This design comes from an exercise in tuning for small area, a short achievable clock period and few clock cycles per item on the open sky130 flow, not from production work. At most, simulation tests tie the RTL to the original design; equivalence was not proved. Power and IR drop assume default switching activity.

==> job 8357: inputs <==
// SequentialMultiplier128Bit
module SequentialMultiplier128Bit(
    input [127:0] a,
    input [127:0] b,
    input reset_n,
    input clk,
    output [255:0] p,
    output done
    );
clock: 5.5 ns
lec_check: 0
abc_area: 1
cap_margin: 20
core_margin: 2
core_utilization: 50
setup_slack_margin: 3.2
slew_margin: 20
tns_end_percent: 5
standard.sh (not shown) runs the stock make flow with config.mk's settings and CLKGATE_MAP_FILE= SYNTH_SCRIPT=/design/flow/synth_recipe.tcl, a recipe that flattens the netlist after the stock synthesis.
==> flow/flow/run.sh <==
#!/bin/bash
# Own layout flow: the standard ORFS flow (standard.sh, unchanged synthesis) with two
# layout settings changed:
#  - the port buffers that buffer_ports inserts are sky130_fd_sc_hd__buf_2 instead of the
#    delay-type buffer it picks by default (every input and output port still gets a buffer);
#  - MATCH_CELL_FOOTPRINT=0, so the timing repair may resize a cell to one of another width.
# Each tool's full output goes to standard.log here and to ORFS's own logs under orfs/logs.
set -euo pipefail
export BUFFER_PORTS_ARGS="-buffer_cell sky130_fd_sc_hd__buf_2"
bash standard.sh MATCH_CELL_FOOTPRINT=0 "BUFFER_PORTS_ARGS=-buffer_cell sky130_fd_sc_hd__buf_2" finish > standard.log 2>&1
test -s out/final.def
==> inputs of job 8246, as changes to job 8357 <==
--- a/flow/design.v
+++ b/flow/design.v
@@ -15,29 +15,29 @@
   reg [127:0] pl;
   reg [7:0] Sp;
   reg [7:1] Cp;
   reg nlp;
   reg [1:0] cv;
   reg [3:0] one, two, neg;       
-  reg [3:0] onen, twon, negn;    
+  reg [3:0] negn;    
   wire ld = ~reset_n;
   reg fin;       
   wire last = fin;
   wire [3:0] nneg = ~neg;
   wire [128:0] pp0;
   assign pp0[63:0] = (({64{one[0]}} & b[63:0]) | ({64{two[0]}} & {b[62:0], 1'b0})) ^ {64{neg[0]}};
-  assign pp0[128:64] = ~(({65{onen[0]}} | {1'b1, ~b[127:64]}) & ({65{twon[0]}} | ~b[127:63])) ^ ~{65{negn[0]}};
+  assign pp0[128:64] = ~(({65{one[0]}} & {1'b0, b[127:64]}) | ({65{two[0]}} & b[127:63])) ^ {65{negn[0]}};
   wire [128:0] pp1;
   assign pp1[63:0] = (({64{one[1]}} & b[63:0]) | ({64{two[1]}} & {b[62:0], 1'b0})) ^ {64{neg[1]}};
-  assign pp1[128:64] = ~(({65{onen[1]}} | {1'b1, ~b[127:64]}) & ({65{twon[1]}} | ~b[127:63])) ^ ~{65{negn[1]}};
+  assign pp1[128:64] = ~(({65{one[1]}} & {1'b0, b[127:64]}) | ({65{two[1]}} & b[127:63])) ^ {65{negn[1]}};
   wire [128:0] pp2;
   assign pp2[63:0] = (({64{one[2]}} & b[63:0]) | ({64{two[2]}} & {b[62:0], 1'b0})) ^ {64{neg[2]}};
-  assign pp2[128:64] = ~(({65{onen[2]}} | {1'b1, ~b[127:64]}) & ({65{twon[2]}} | ~b[127:63])) ^ ~{65{negn[2]}};
+  assign pp2[128:64] = ~(({65{one[2]}} & {1'b0, b[127:64]}) | ({65{two[2]}} & b[127:63])) ^ {65{negn[2]}};
   wire [128:0] pp3;
   assign pp3[63:0] = (({64{one[3]}} & b[63:0]) | ({64{two[3]}} & {b[62:0], 1'b0})) ^ {64{neg[3]}};
-  assign pp3[128:64] = ~(({65{onen[3]}} | {1'b1, ~b[127:64]}) & ({65{twon[3]}} | ~b[127:63])) ^ ~{65{negn[3]}};
+  assign pp3[128:64] = ~(({65{one[3]}} & {1'b0, b[127:64]}) | ({65{two[3]}} & b[127:63])) ^ {65{negn[3]}};
   wire [130:0] Sg = nz ? S : {3'b0, b & {128{pl[0]}}};
   wire [130:0] Cg = nz ? C : (131'd1 << 130);
   wire hs0, hc0;
   assign hs0 = Sg[0] ^ Cg[0];
   assign hc0 = Sg[0] & Cg[0];
   wire hs1, hc1;
@@ -3035,14 +3035,12 @@
     end
   end
   always @(posedge clk) begin
     one <= one_n;
     two <= two_n;
     neg <= neg_n;
-    onen <= ~one_n;
-    twon <= ~two_n;
     negn <= ~neg_n;
     S <= Sn[138:8] & {131{~fin}};
     C <= fin ? {3'b0, H} : Cn[138:8];
     if (ld | fin) begin
       Sp <= 8'd0;
       Cp <= 7'd0;
==> flow/flow/run.sh (replaced) <==
#!/bin/bash
# Own layout flow: the standard ORFS flow (standard.sh, unchanged synthesis) with two
# layout settings changed:
#  - the port buffers that buffer_ports inserts are sky130_fd_sc_hd__buf_1 instead of the
#    delay-type buffer it picks by default (every input and output port still gets a buffer);
#  - MATCH_CELL_FOOTPRINT=0, so the timing repair may resize a cell to one of another width.
# Each tool's full output goes to standard.log here and to ORFS's own logs under orfs/logs.
set -euo pipefail
export BUFFER_PORTS_ARGS="-buffer_cell sky130_fd_sc_hd__buf_1"
bash standard.sh MATCH_CELL_FOOTPRINT=0 "BUFFER_PORTS_ARGS=-buffer_cell sky130_fd_sc_hd__buf_1" finish > standard.log 2>&1
test -s out/final.def
--- a/flow/config.mk
+++ b/flow/config.mk
@@ -5,10 +5,10 @@
 export SDC_FILE = /design/flow/constraint.sdc
 export NUM_CORES = 4
 export LEC_CHECK = 0
 export ABC_AREA = 1
 export CAP_MARGIN = 20
 export CORE_MARGIN = 2
-export CORE_UTILIZATION = 50
-export SETUP_SLACK_MARGIN = 3.2
+export CORE_UTILIZATION = 45
+export SETUP_SLACK_MARGIN = 2.7
 export SLEW_MARGIN = 20
 export TNS_END_PERCENT = 5
==> inputs of job 7249, as changes to job 8357 <==
--- a/flow/design.v
+++ b/flow/design.v
@@ -7,37 +7,38 @@
     output [255:0] p,
     output done
     );
   reg [4:0] cnt;
   reg done_r;
   reg shen;      
+  reg [127:0] Hr;    
   reg nz;        
   reg [130:0] S, C;
   reg [127:0] pl;
   reg [7:0] Sp;
   reg [7:1] Cp;
   reg nlp;
   reg [1:0] cv;
   reg [3:0] one, two, neg;       
-  reg [3:0] onen, twon, negn;    
+  reg [3:0] negn;    
   wire ld = ~reset_n;
   reg fin;       
   wire last = fin;
   wire [3:0] nneg = ~neg;
   wire [128:0] pp0;
   assign pp0[63:0] = (({64{one[0]}} & b[63:0]) | ({64{two[0]}} & {b[62:0], 1'b0})) ^ {64{neg[0]}};
-  assign pp0[128:64] = ~(({65{onen[0]}} | {1'b1, ~b[127:64]}) & ({65{twon[0]}} | ~b[127:63])) ^ ~{65{negn[0]}};
+  assign pp0[128:64] = ~(({65{one[0]}} & {1'b0, b[127:64]}) | ({65{two[0]}} & b[127:63])) ^ {65{negn[0]}};
   wire [128:0] pp1;
   assign pp1[63:0] = (({64{one[1]}} & b[63:0]) | ({64{two[1]}} & {b[62:0], 1'b0})) ^ {64{neg[1]}};
-  assign pp1[128:64] = ~(({65{onen[1]}} | {1'b1, ~b[127:64]}) & ({65{twon[1]}} | ~b[127:63])) ^ ~{65{negn[1]}};
+  assign pp1[128:64] = ~(({65{one[1]}} & {1'b0, b[127:64]}) | ({65{two[1]}} & b[127:63])) ^ {65{negn[1]}};
   wire [128:0] pp2;
   assign pp2[63:0] = (({64{one[2]}} & b[63:0]) | ({64{two[2]}} & {b[62:0], 1'b0})) ^ {64{neg[2]}};
-  assign pp2[128:64] = ~(({65{onen[2]}} | {1'b1, ~b[127:64]}) & ({65{twon[2]}} | ~b[127:63])) ^ ~{65{negn[2]}};
+  assign pp2[128:64] = ~(({65{one[2]}} & {1'b0, b[127:64]}) | ({65{two[2]}} & b[127:63])) ^ {65{negn[2]}};
   wire [128:0] pp3;
   assign pp3[63:0] = (({64{one[3]}} & b[63:0]) | ({64{two[3]}} & {b[62:0], 1'b0})) ^ {64{neg[3]}};
-  assign pp3[128:64] = ~(({65{onen[3]}} | {1'b1, ~b[127:64]}) & ({65{twon[3]}} | ~b[127:63])) ^ ~{65{negn[3]}};
+  assign pp3[128:64] = ~(({65{one[3]}} & {1'b0, b[127:64]}) | ({65{two[3]}} & b[127:63])) ^ {65{negn[3]}};
   wire [130:0] Sg = nz ? S : {3'b0, b & {128{pl[0]}}};
   wire [130:0] Cg = nz ? C : (131'd1 << 130);
   wire hs0, hc0;
   assign hs0 = Sg[0] ^ Cg[0];
   assign hc0 = Sg[0] & Cg[0];
   wire hs1, hc1;
@@ -3035,18 +3036,17 @@
     end
   end
   always @(posedge clk) begin
     one <= one_n;
     two <= two_n;
     neg <= neg_n;
-    onen <= ~one_n;
-    twon <= ~two_n;
     negn <= ~neg_n;
-    S <= Sn[138:8] & {131{~fin}};
-    C <= fin ? {3'b0, H} : Cn[138:8];
-    if (ld | fin) begin
+    S <= Sn[138:8];
+    C <= Cn[138:8];
+    if (fin & ~done_r) Hr <= H;
+    if (ld) begin
       Sp <= 8'd0;
       Cp <= 7'd0;
       nlp <= 1'b0;
       cv <= 2'd0;
     end else begin
       Sp <= Sn[7:0];
@@ -3054,9 +3054,9 @@
       nlp <= neg[3];
       cv <= cvn;
     end
     if (ld) pl <= a;
     else if (shen) pl <= {Lb, pl[127:8]};
   end
-  assign p = {C[127:0], pl};
+  assign p = {Hr, pl};
   assign done = done_r;
 endmodule
==> flow/flow/run.sh (replaced) <==
#!/bin/bash
# Own layout flow: the standard ORFS flow (standard.sh, unchanged synthesis) with two
# layout settings changed:
#  - the port buffers that buffer_ports inserts are sky130_fd_sc_hd__buf_1 instead of the
#    delay-type buffer it picks by default (every input and output port still gets a buffer);
#  - MATCH_CELL_FOOTPRINT=0, so the timing repair may resize a cell to one of another width.
# Each tool's full output goes to standard.log here and to ORFS's own logs under orfs/logs.
set -euo pipefail
export BUFFER_PORTS_ARGS="-buffer_cell sky130_fd_sc_hd__buf_1"
bash standard.sh MATCH_CELL_FOOTPRINT=0 "BUFFER_PORTS_ARGS=-buffer_cell sky130_fd_sc_hd__buf_1" finish > standard.log 2>&1
test -s out/final.def
--- a/flow/config.mk
+++ b/flow/config.mk
@@ -6,9 +6,9 @@
 export NUM_CORES = 4
 export LEC_CHECK = 0
 export ABC_AREA = 1
 export CAP_MARGIN = 20
 export CORE_MARGIN = 2
 export CORE_UTILIZATION = 50
-export SETUP_SLACK_MARGIN = 3.2
+export SETUP_SLACK_MARGIN = 2.7
 export SLEW_MARGIN = 20
 export TNS_END_PERCENT = 5
==> summary.txt <==
Routing
  – Vias/cell: ~5.8
  – Met2 wire len: between 80000 and 90000 um

Final layout
  – Register bank with the most flops: S
  – Most frequent cells in the layout: nand2_1 (1277), xor2_1 (664), buf_1 (505), o22ai_1 (489), inv_1 (469)

Logic synthesis
  – Mapped Avg Cell Area: 7.47 sq um
  – Adder-cell share of the synthesized area: approximately 16%
  – Top cell type's share of synthesized area: 13.1%

Status
  – Status: complete, no violations

Timing
  – Tmin final: ~2.8 ns

Power
  – Sw Pwr: between 10 and 15 mW
  – Int Pwr: 12.2 mW
(the above is from job 8246)
==> summary.txt <==
Status
  – Status: complete, no violations

Clock tree
  – TritonCTS Buffers: between 50 and 60

Logic synthesis
  – Post-synth EDFFs: ~130
  – Mapped Avg Cell Area: around 7.4 sq um
  – Top cell type's share of synthesized area: between 10% and 20%

Power
  – Clock share of power: between 10% and 20%
  – Sw Pwr: between 10 and 15 mW
  – Int Pwr: around 12 mW

Final layout
  – Most frequent cells in the layout: nand2_1 (1262), xor2_1 (660), buf_2 (513), o22ai_1 (492), inv_1 (476)

Routing
  – Vias/cell: 5.82

Timing
  – Tmin final: between 2 and 3 ns
(the above is from job 8357)
==> summary.txt <==
Status
  – Status: complete, no violations

Logic synthesis
  – Mapped Avg Cell Area: roughly 8.5 sq um
  – Top cell type's share of synthesized area: roughly a fifth

Routing
  – Vias/cell: roughly 5.6
  – Met2 wire len: 70900 um

Timing
  – Tmin final: between 2 and 3 ns

Power
  – Int Pwr: a little under 20 mW
(the above is from job 7249)
Testbench counts of job 8357, summed over its fixed seeds: cycles 6,912, items 384.
Testbench counts of job 8246, summed over its fixed seeds: cycles 6,912, items 384.
Function not checked in job 7249: the RTL went through the layout flow alone.

==> static timing again, ports no longer ideal <==
In the flow no input, the clock included, has a driving cell. The finished layouts below were timed again as built, in two steps. Step 1: set_driving_cell puts a clkbuf_16 on clk and a buf_2 on each other input, an assumption about the parent block. Step 2 adds t to the input delays and takes it off the output delays; t is the mean of the earliest and latest rising clock arrival at the registers after step 1. Input paths then give back, and output paths get back, about the clock's delay inside the block. a / b / c = ideal / step 1 / step 2; a / b = the first two.
| run | t (ns) | slack for setup (ns) | clock arrival spread, ns |
|---|---|---|---|
| job 8357 | 0.740 | 2.579 / 2.579 / 1.985 | 0.068 / 0.068 |
| job 8246 | 0.756 | 2.689 / 2.710 / 1.987 | 0.054 / 0.054 |
| job 7249 | 0.724 | 2.609 / 2.609 / 1.957 | 0.038 / 0.038 |
After both steps setup and hold are still met in every run listed. For job 8246, which loses most, drivers alone change the setup slack by +0.021 ns; drivers and shift together by -0.702 ns.
